What follows belongs to an exercise in optimizing a design on an open flow for small area, a short achievable clock period and few clock cycles per item; a production flow would make more cautious choices.
Where RTL was checked, it was by simulation tests only, not by an equivalence proof against the original.
Power is estimated from default activity; no workload was simulated.

==> flow/design.v <==
module main(
    input clk, rst, start,
    input [3:0] ip,
    output reg [59:0] ans,
    output reg finish
    );
    function automatic ge4(input [3:0] x, input [3:0] y);
        reg r;
        integer j;
        begin
            r = 1'b1;
            for (j = 0; j < 4; j = j + 1)
                r = (x[j] ^ y[j]) ? x[j] : r;
            ge4 = r;
        end
    endfunction
    function automatic gek(input [6:0] x, input [6:0] k);
        reg r;
        integer j;
        begin
            r = 1'b1;
            for (j = 0; j < 7; j = j + 1)
                r = k[j] ? (x[j] & r) : (x[j] | r);
            gek = r;
        end
    endfunction
    reg [3:0]  d;       
    reg [6:0]  cnt;     
    reg [47:0] s;       
    reg [11:0] v;       
    wire [11:0] g, keep, frz;
    genvar i;
    generate
        for (i = 0; i < 12; i = i + 1) begin : pos
            assign g[i]    = v[i] & ge4(s[4*i+:4], d);
            assign frz[i]  = gek(cnt, 90 + i);
            assign keep[i] = frz[i] | (|g[11:i]);
        end
    endgenerate
    wire [11:0] vn = {keep[10:0], 1'b1};
    wire [11:0] wr = vn & ~keep;
    wire load = !finish && cnt == 7'd100;
    wire [3:0] s11 = s[47:44];
    wire [3:0] u = g[11] ? s11 : d;
    wire [47:0] num = {s[3:0], s[7:4], s[11:8], s[15:12], s[19:16], s[23:20],
                       s[27:24], s[31:28], s[35:32], s[39:36], s[43:40], u};
    wire [59:0] b = {12'd0, load ? num : 48'd0};
    wire [14:0] gd, pd;
    wire [14:0] s0;
    wire [2:0] m [0:14];
    generate
        for (i = 0; i < 15; i = i + 1) begin : dg
            wire [3:0] x = ans[4*i+:4];
            wire [3:0] y = b[4*i+:4];
            wire [4:0] sd;
            wire [4:0] c;
            assign c[0] = 1'b0;
            genvar j;
            for (j = 0; j < 4; j = j + 1) begin : rc
                assign sd[j] = x[j] ^ y[j] ^ c[j];
                assign c[j+1] = (x[j] & y[j]) | (c[j] & (x[j] ^ y[j]));
            end
            assign sd[4] = c[4];
            wire [3:0] h = sd[4:1];
            assign s0[i] = sd[0];
            assign gd[i] = h[3] | (h[2] & (h[1] | h[0]));
            assign pd[i] = h[2] & ~h[1] & ~h[0] & sd[0];
            assign m[i] = h[3] ? (h[0] ? 3'b100 : 3'b011) :
                          gd[i] ? {1'b0, h[1] & h[0], h[1] & ~h[0]} : h[2:0];
        end
    endgenerate
    wire [15:0] cy;
    assign cy[0] = 1'b0;
    generate
        for (i = 0; i < 15; i = i + 1) begin : cc
            assign cy[i+1] = gd[i] | (pd[i] & cy[i]);
        end
    endgenerate
    wire [59:0] sum;
    generate
        for (i = 0; i < 15; i = i + 1) begin : fin
            wire inc = s0[i] & cy[i];
            wire [2:0] mi = m[i];
            assign sum[4*i] = s0[i] ^ cy[i];
            assign sum[4*i+1+:3] = !inc ? mi :
                {mi[1] & mi[0], mi[1] ^ mi[0], ~mi[0] & ~mi[2]};
        end
    endgenerate
    always @(posedge clk) begin
        d <= ip;
        ans <= rst ? 60'd0 : sum;
        finish <= rst | (finish ? !start : load);
        cnt <= finish ? 7'd0 : cnt + 7'd1;
        v <= (cnt == 7'd0) ? 12'd0 : vn;
        for (integer k = 0; k < 12; k = k + 1)
            if (wr[k]) s[4*k+:4] <= d;
    end
endmodule
Settings: LEC_CHECK=0, ABC_AREA=1, CAP_MARGIN=20, CORE_MARGIN=2, CORE_UTILIZATION=40, SLEW_MARGIN=20; clock period 25.0 ns.
run.sh (not shown) runs the stock make flow with config.mk's settings and CLKGATE_MAP_FILE= SYNTH_SCRIPT=/design/flow/synth_recipe.tcl, a recipe that flattens the netlist after the stock synthesis.
Next try:
==> flow/design.v (replaced) <==
module main(
    input clk, rst, start,
    input [3:0] ip,
    output reg [59:0] ans,
    output reg finish
    );
    function automatic ge4(input [3:0] x, input [3:0] y);
        reg r;
        integer j;
        begin
            r = 1'b1;
            for (j = 0; j < 4; j = j + 1)
                r = (x[j] ^ y[j]) ? x[j] : r;
            ge4 = r;
        end
    endfunction
    function automatic gek(input [6:0] x, input [6:0] k);
        reg r;
        integer j;
        begin
            r = 1'b1;
            for (j = 0; j < 7; j = j + 1)
                r = k[j] ? (x[j] & r) : (x[j] | r);
            gek = r;
        end
    endfunction
    reg [3:0]  d;       
    reg [6:0]  cnt;     
    reg        busy;    
    reg [47:0] s;       
    reg [11:0] v;       
    wire [11:0] keep;
    genvar i;
    generate
        for (i = 0; i < 12; i = i + 1) begin : pos
            assign keep[i] = gek(cnt, 90 + i) | (v[i] & ge4(s[4*i+:4], d));
        end
    endgenerate
    wire [11:0] vn = {keep[10:0], 1'b1};
    wire [11:0] wr = vn & ~keep;
    wire load = busy && cnt == 7'd100;
    wire [3:0] s11 = s[47:44];
    wire [3:0] u = (v[11] & ge4(s11, d)) ? s11 : d;
    wire [47:0] num = {s[3:0], s[7:4], s[11:8], s[15:12], s[19:16], s[23:20],
                       s[27:24], s[31:28], s[35:32], s[39:36], s[43:40], u};
    wire [59:0] b = {12'd0, load ? num : 48'd0};
    wire [14:0] gd, pd;
    wire [3:0] r [0:14];
    generate
        for (i = 0; i < 15; i = i + 1) begin : dg
            wire [3:0] x = ans[4*i+:4];
            wire [3:0] y = b[4*i+:4];
            wire [4:0] sd;
            wire [4:0] c;
            assign c[0] = 1'b0;
            genvar j;
            for (j = 0; j < 4; j = j + 1) begin : rc
                assign sd[j] = x[j] ^ y[j] ^ c[j];
                assign c[j+1] = (x[j] & y[j]) | (c[j] & (x[j] ^ y[j]));
            end
            assign sd[4] = c[4];
            wire [3:0] h = sd[4:1];       
            assign gd[i] = h[3] | (h[2] & (h[1] | h[0]));
            assign r[i][0] = sd[0];
            assign r[i][3:1] = h[3] ? (h[0] ? 3'b100 : 3'b011) :
                               gd[i] ? {1'b0, h[1] & h[0], h[1] & ~h[0]} : h[2:0];
            assign pd[i] = r[i][3] & r[i][0];
        end
    endgenerate
    wire [15:0] cy;
    assign cy[0] = 1'b0;
    generate
        for (i = 0; i < 15; i = i + 1) begin : cc
            assign cy[i+1] = gd[i] | (pd[i] & cy[i]);
        end
    endgenerate
    wire [59:0] sum;
    generate
        for (i = 0; i < 15; i = i + 1) begin : fin
            wire [3:0] ri = r[i];
            wire t = ri[0] & cy[i];
            assign sum[4*i]   = ri[0] ^ cy[i];
            assign sum[4*i+1] = (ri[1] ^ t) & ~(ri[3] & t);
            assign sum[4*i+2] = ri[2] ^ (ri[1] & t);
            assign sum[4*i+3] = (ri[3] & ~t) | (ri[2] & ri[1] & t);
        end
    endgenerate
    always @(posedge clk) begin
        d <= ip;
        ans <= rst ? 60'd0 : sum;
        finish <= rst | (finish ? !start : load);
        busy <= !rst & (busy ? !load : (finish & start));
        cnt <= busy ? cnt + 7'd1 : 7'd0;
        v <= (cnt == 7'd0) ? 12'd0 : vn;
        for (integer k = 0; k < 12; k = k + 1)
            if (wr[k]) s[4*k+:4] <= d;
    end
endmodule
Effect: Cell area falls by a few percent. Synthesized area falls by a few percent. Clock power falls by a few percent. Die area falls by a few percent. Register-to-register slack gets worse by 0.10 ns. Wire length falls slightly. Utilization rises by 0.50 points. Power falls by a few percent.
No run of this note included a check of the RTL's function; only the layout flow was run.

== v7 ==
main, a different RTL version from the one above (not shown whole).
Size: about 890 cells after synthesis, roughly 68 I/O pins, about 6900 um^2 of cells after synthesis.
==> module main, before the edit <==
module main(
    input clk, rst, start,
    input [3:0] ip,
    output reg [59:0] ans,
    output reg finish
    );
    function automatic ge4(input [3:0] x, input [3:0] y);
        reg r;
        integer j;
        begin
            r = 1'b1;
            for (j = 0; j < 4; j = j + 1)
                r = (x[j] ^ y[j]) ? x[j] : r;
            ge4 = r;
        end
    endfunction
    function automatic gek(input [6:0] x, input [6:0] k);
        reg r;
        integer j;
        begin
            r = 1'b1;
            for (j = 0; j < 7; j = j + 1)
                r = k[j] ? (x[j] & r) : (x[j] | r);
            gek = r;
        end
    endfunction
    reg [3:0]  d;       
    reg [6:0]  cnt;     
    reg        busy;    
    reg [47:0] s;       
    reg [11:0] v;       
    wire [11:0] keep, frz;
    genvar i;
    generate
        for (i = 0; i < 12; i = i + 1) begin : pos
            assign frz[i]  = gek(cnt, 90 + i);
            assign keep[i] = frz[i] | (v[i] & ge4(s[4*i+:4], d));
        end
    endgenerate
    wire [11:0] vn = {keep[10:0], 1'b1};
    wire [11:0] wr = vn & ~keep;
    wire rot  = busy & gek(cnt, 86);
    wire addx = gek(cnt, 89);
    wire [11:0] sel = frz ^ {frz[10:0], addx};
    reg  [3:0] ss;
    reg        sv;
    integer k;
    always @(*) begin
        ss = 4'd0;
        sv = 1'b0;
        for (k = 0; k < 12; k = k + 1) begin
            ss = ss | (s[4*k+:4] & {4{sel[k]}});
            sv = sv | (v[k] & sel[k]);
        end
    end
    wire [3:0] x = (sv & ge4(ss, d)) ? ss : (d & {4{addx}});
    wire [3:0] a = ans[59:56];
    wire [4:0] sd;
    wire [4:0] c;
    assign c[0] = 1'b0;
    genvar j;
    generate
        for (j = 0; j < 4; j = j + 1) begin : rc
            assign sd[j] = a[j] ^ x[j] ^ c[j];
            assign c[j+1] = (a[j] & x[j]) | (c[j] & (a[j] ^ x[j]));
        end
    endgenerate
    assign sd[4] = c[4];
    wire [3:0] h = sd[4:1];
    wire cout = h[3] | (h[2] & (h[1] | h[0]));
    wire [3:0] lo = {h[3] ? (h[0] ? 3'b100 : 3'b011) :
                     cout ? {1'b0, h[1] & h[0], h[1] & ~h[0]} : h[2:0], sd[0]};
    wire [14:0] cy;
    assign cy[0] = cout;
    generate
        for (i = 0; i < 14; i = i + 1) begin : ch
            assign cy[i+1] = cy[i] & ans[4*i+3] & ans[4*i];
        end
    endgenerate
    wire [13:0] inc = cy[13:0] & {frz[10:0], 3'b111};
    wire [59:0] turned;
    assign turned[3:0] = lo;
    generate
        for (i = 1; i < 15; i = i + 1) begin : tn
            wire [3:0] q = ans[4*(i-1)+:4];
            wire t = inc[i-1];
            assign turned[4*i]   = q[0] ^ t;
            assign turned[4*i+1] = (q[1] ^ (t & q[0])) & ~(t & q[3]);
            assign turned[4*i+2] = q[2] ^ (t & q[1] & q[0]);
            assign turned[4*i+3] = q[3] ^ (t & q[0] & (q[3] | (q[2] & q[1])));
        end
    endgenerate
    always @(posedge clk) begin
        d <= ip;
        if (rst) ans <= 60'd0;
        else if (rot) ans <= turned;
        finish <= rst | (finish ? !start : (cnt == 7'd100));
        busy <= !rst & (busy ? (cnt != 7'd100) : (finish & start));
        cnt <= busy ? cnt + 7'd1 : 7'd0;
        v <= (cnt == 7'd0) ? 12'd0 : vn;
        for (k = 0; k < 12; k = k + 1)
            if (wr[k]) s[4*k+:4] <= d;
    end
endmodule
==> flow/config.mk <==
export PLATFORM = sky130hd
export DESIGN_NAME = main
export DESIGN_NICKNAME = main
export VERILOG_FILES = /design/flow/design.v
export SDC_FILE = /design/flow/constraint.sdc
export NUM_CORES = 4
export LEC_CHECK = 0
export ABC_AREA = 1
export CAP_MARGIN = 20
export CORE_MARGIN = 2
export CORE_UTILIZATION = 40
export CTS_BUF_LIST = sky130_fd_sc_hd__clkbuf_8
export CTS_CLUSTER_DIAMETER = 100
export CTS_CLUSTER_SIZE = 30
export SLEW_MARGIN = 20
==> flow/constraint.sdc <==
create_clock -name core_clock -period 25.0 [get_ports {clk}]
set_input_delay 5.0000 -clock core_clock [delete_from_list [all_inputs] [get_ports {clk}]]
set_output_delay 5.0000 -clock core_clock [all_outputs]
set_load 0.01 [all_outputs]
standard.sh (not shown) runs the stock make flow with config.mk's settings and CLKGATE_MAP_FILE= SYNTH_SCRIPT=/design/flow/synth_recipe.tcl, a recipe that flattens the netlist after the stock synthesis.
==> flow/flow/run.sh <==
#!/bin/bash
# Standard layout, with plain buffers on the ports.
set -euo pipefail
export BUFFER_PORTS_ARGS="-buffer_cell sky130_fd_sc_hd__buf_1"
bash standard.sh > standard.log 2>&1
Setup changes, v7 to v26
==> flow/design.v <==
module main(
    input clk, rst, start,
    input [3:0] ip,
    output reg [59:0] ans,
    output reg finish
    );
    function automatic ge4(input [3:0] x, input [3:0] y);
        reg r;
        integer j;
        begin
            r = 1'b1;
            for (j = 0; j < 4; j = j + 1)
                r = (x[j] ^ y[j]) ? x[j] : r;
            ge4 = r;
        end
    endfunction
    function automatic gek(input [6:0] x, input [6:0] k);
        reg r;
        integer j;
        begin
            r = 1'b1;
            for (j = 0; j < 7; j = j + 1)
                r = k[j] ? (x[j] & r) : (x[j] | r);
            gek = r;
        end
    endfunction
    reg [3:0]  d;       
    localparam [6:0] B = 7'd26;
    reg [6:0]  cnt;     
    reg        busy;    
    reg [47:0] s;       
    reg [11:0] v;       
    wire [11:0] keep, frz;
    genvar i;
    generate
        for (i = 0; i < 12; i = i + 1) begin : pos
            assign frz[i]  = gek(cnt, B + 90 + i);
            assign keep[i] = frz[i] | (v[i] & ge4(s[4*i+:4], d));
        end
    endgenerate
    wire [11:0] vn = {keep[10:0], 1'b1};
    wire [11:0] wr = vn & ~keep;
    wire rot  = busy & gek(cnt, B + 86);
    wire addx = gek(cnt, B + 89);
    wire [11:0] sel;
    generate
        for (i = 0; i < 12; i = i + 1) begin : sl
            assign sel[i] = cnt == B + 89 + i;
        end
    endgenerate
    reg  [3:0] ss;
    reg        sv;
    integer k;
    always @(*) begin
        ss = 4'd0;
        sv = 1'b0;
        for (k = 0; k < 12; k = k + 1) begin
            ss = ss | (s[4*k+:4] & {4{sel[k]}});
            sv = sv | (v[k] & sel[k]);
        end
    end
    wire [3:0] x = (sv & ge4(ss, d)) ? ss : (d & {4{addx}});
    wire [3:0] a = ans[59:56];
    wire [4:0] sd;
    wire [4:0] c;
    assign c[0] = 1'b0;
    genvar j;
    generate
        for (j = 0; j < 4; j = j + 1) begin : rc
            assign sd[j] = a[j] ^ x[j] ^ c[j];
            assign c[j+1] = (a[j] & x[j]) | (c[j] & (a[j] ^ x[j]));
        end
    endgenerate
    assign sd[4] = c[4];
    wire [3:0] h = sd[4:1];
    wire cout = h[3] | (h[2] & (h[1] | h[0]));
    wire [3:0] lo = {h[3] ? (h[0] ? 3'b100 : 3'b011) :
                     cout ? {1'b0, h[1] & h[0], h[1] & ~h[0]} : h[2:0], sd[0]};
    wire [13:0] en;
    assign en[0] = 1'b1;
    generate
        for (i = 0; i < 13; i = i + 1) begin : ch
            assign en[i+1] = en[i] & ans[4*i+3] & ans[4*i];
        end
    endgenerate
    wire [13:0] inc = {14{cout}} & en & {frz[10:0], 3'b111};
    wire [59:0] turned;
    assign turned[3:0] = lo;
    generate
        for (i = 1; i < 15; i = i + 1) begin : tn
            wire [3:0] q = ans[4*(i-1)+:4];
            wire t = inc[i-1];
            wire t0 = t & q[0];
            assign turned[4*i]   = q[0] ^ t;
            assign turned[4*i+1] = q[1] ^ (t0 & ~q[3]);
            assign turned[4*i+2] = q[2] ^ (t0 & q[1]);
            assign turned[4*i+3] = q[3] ^ (t0 & (q[3] | (q[2] & q[1])));
        end
    endgenerate
    always @(posedge clk) begin
        d <= ip;
        if (rst) ans <= 60'd0;
        else if (rot) ans <= turned;
        finish <= rst | (finish ? !start : (cnt == B + 7'd100));
        busy <= !rst & (busy ? (cnt != B + 7'd100) : (finish & start));
        cnt <= busy ? cnt + 7'd1 : B;
        v <= (cnt == B) ? 12'd0 : vn;
        for (k = 0; k < 12; k = k + 1)
            if (wr[k]) s[4*k+:4] <= d;
    end
endmodule
[summary]
Compared with v7, count of non-CTS buffers in the layout in v26 decreased by a few percent. Maximum clock skew at final layout essentially unchanged between v26 and v7. v26 vs v7 — number of inserted filler cells in the final layout dropped by a few percent. From v7 to v26 the numbers moved as follows: total wire length went down by 950 um; total global routing overflow was more or less identical.
Testbench counts of v26, summed over its fixed seeds: cycles 19,584, lines 192.
The RTL of v7 was laid out without a check of its function.

what the ideal ports hide:
Ports are ideal in the flow. The routed layouts listed here were re-timed in OpenROAD. Step 1, drivers: a clkbuf_16 drives clk and a buf_2 each remaining input, both assumed. Step 2 moves the port delays by t, midway between the first and last clock arrival at a register: inputs arrive t later, outputs are due t later. That takes back most of the time a late clock gives input paths. Three values: no drivers, after step 1, after step 2; two values: the first two.
| run | t, ns | setup WS [ns] | latest minus earliest clock arrival (ns) | cell pins on the clock port's net |
|---|---|---|---|---|
| the first run of note 1 | 0.460 | 18.161 / 18.181 / 17.721 | 0.007 / 0.007 | 1 |
| the second run of note 1 | 0.455 | 18.476 / 18.499 / 18.044 | 0.008 / 0.008 | 1 |
| v7 | 0.494 | 18.323 / 18.323 / 18.323 | 0.013 / 0.013 | 1 |
| v26 | 0.479 | 18.927 / 18.890 / 18.734 | 0.012 / 0.012 | 1 |
After both steps every run listed still meets setup and hold. The setup slack of the first run of note 1, which loses most, moves by +0.020 ns with the drivers and by -0.440 ns with both steps.
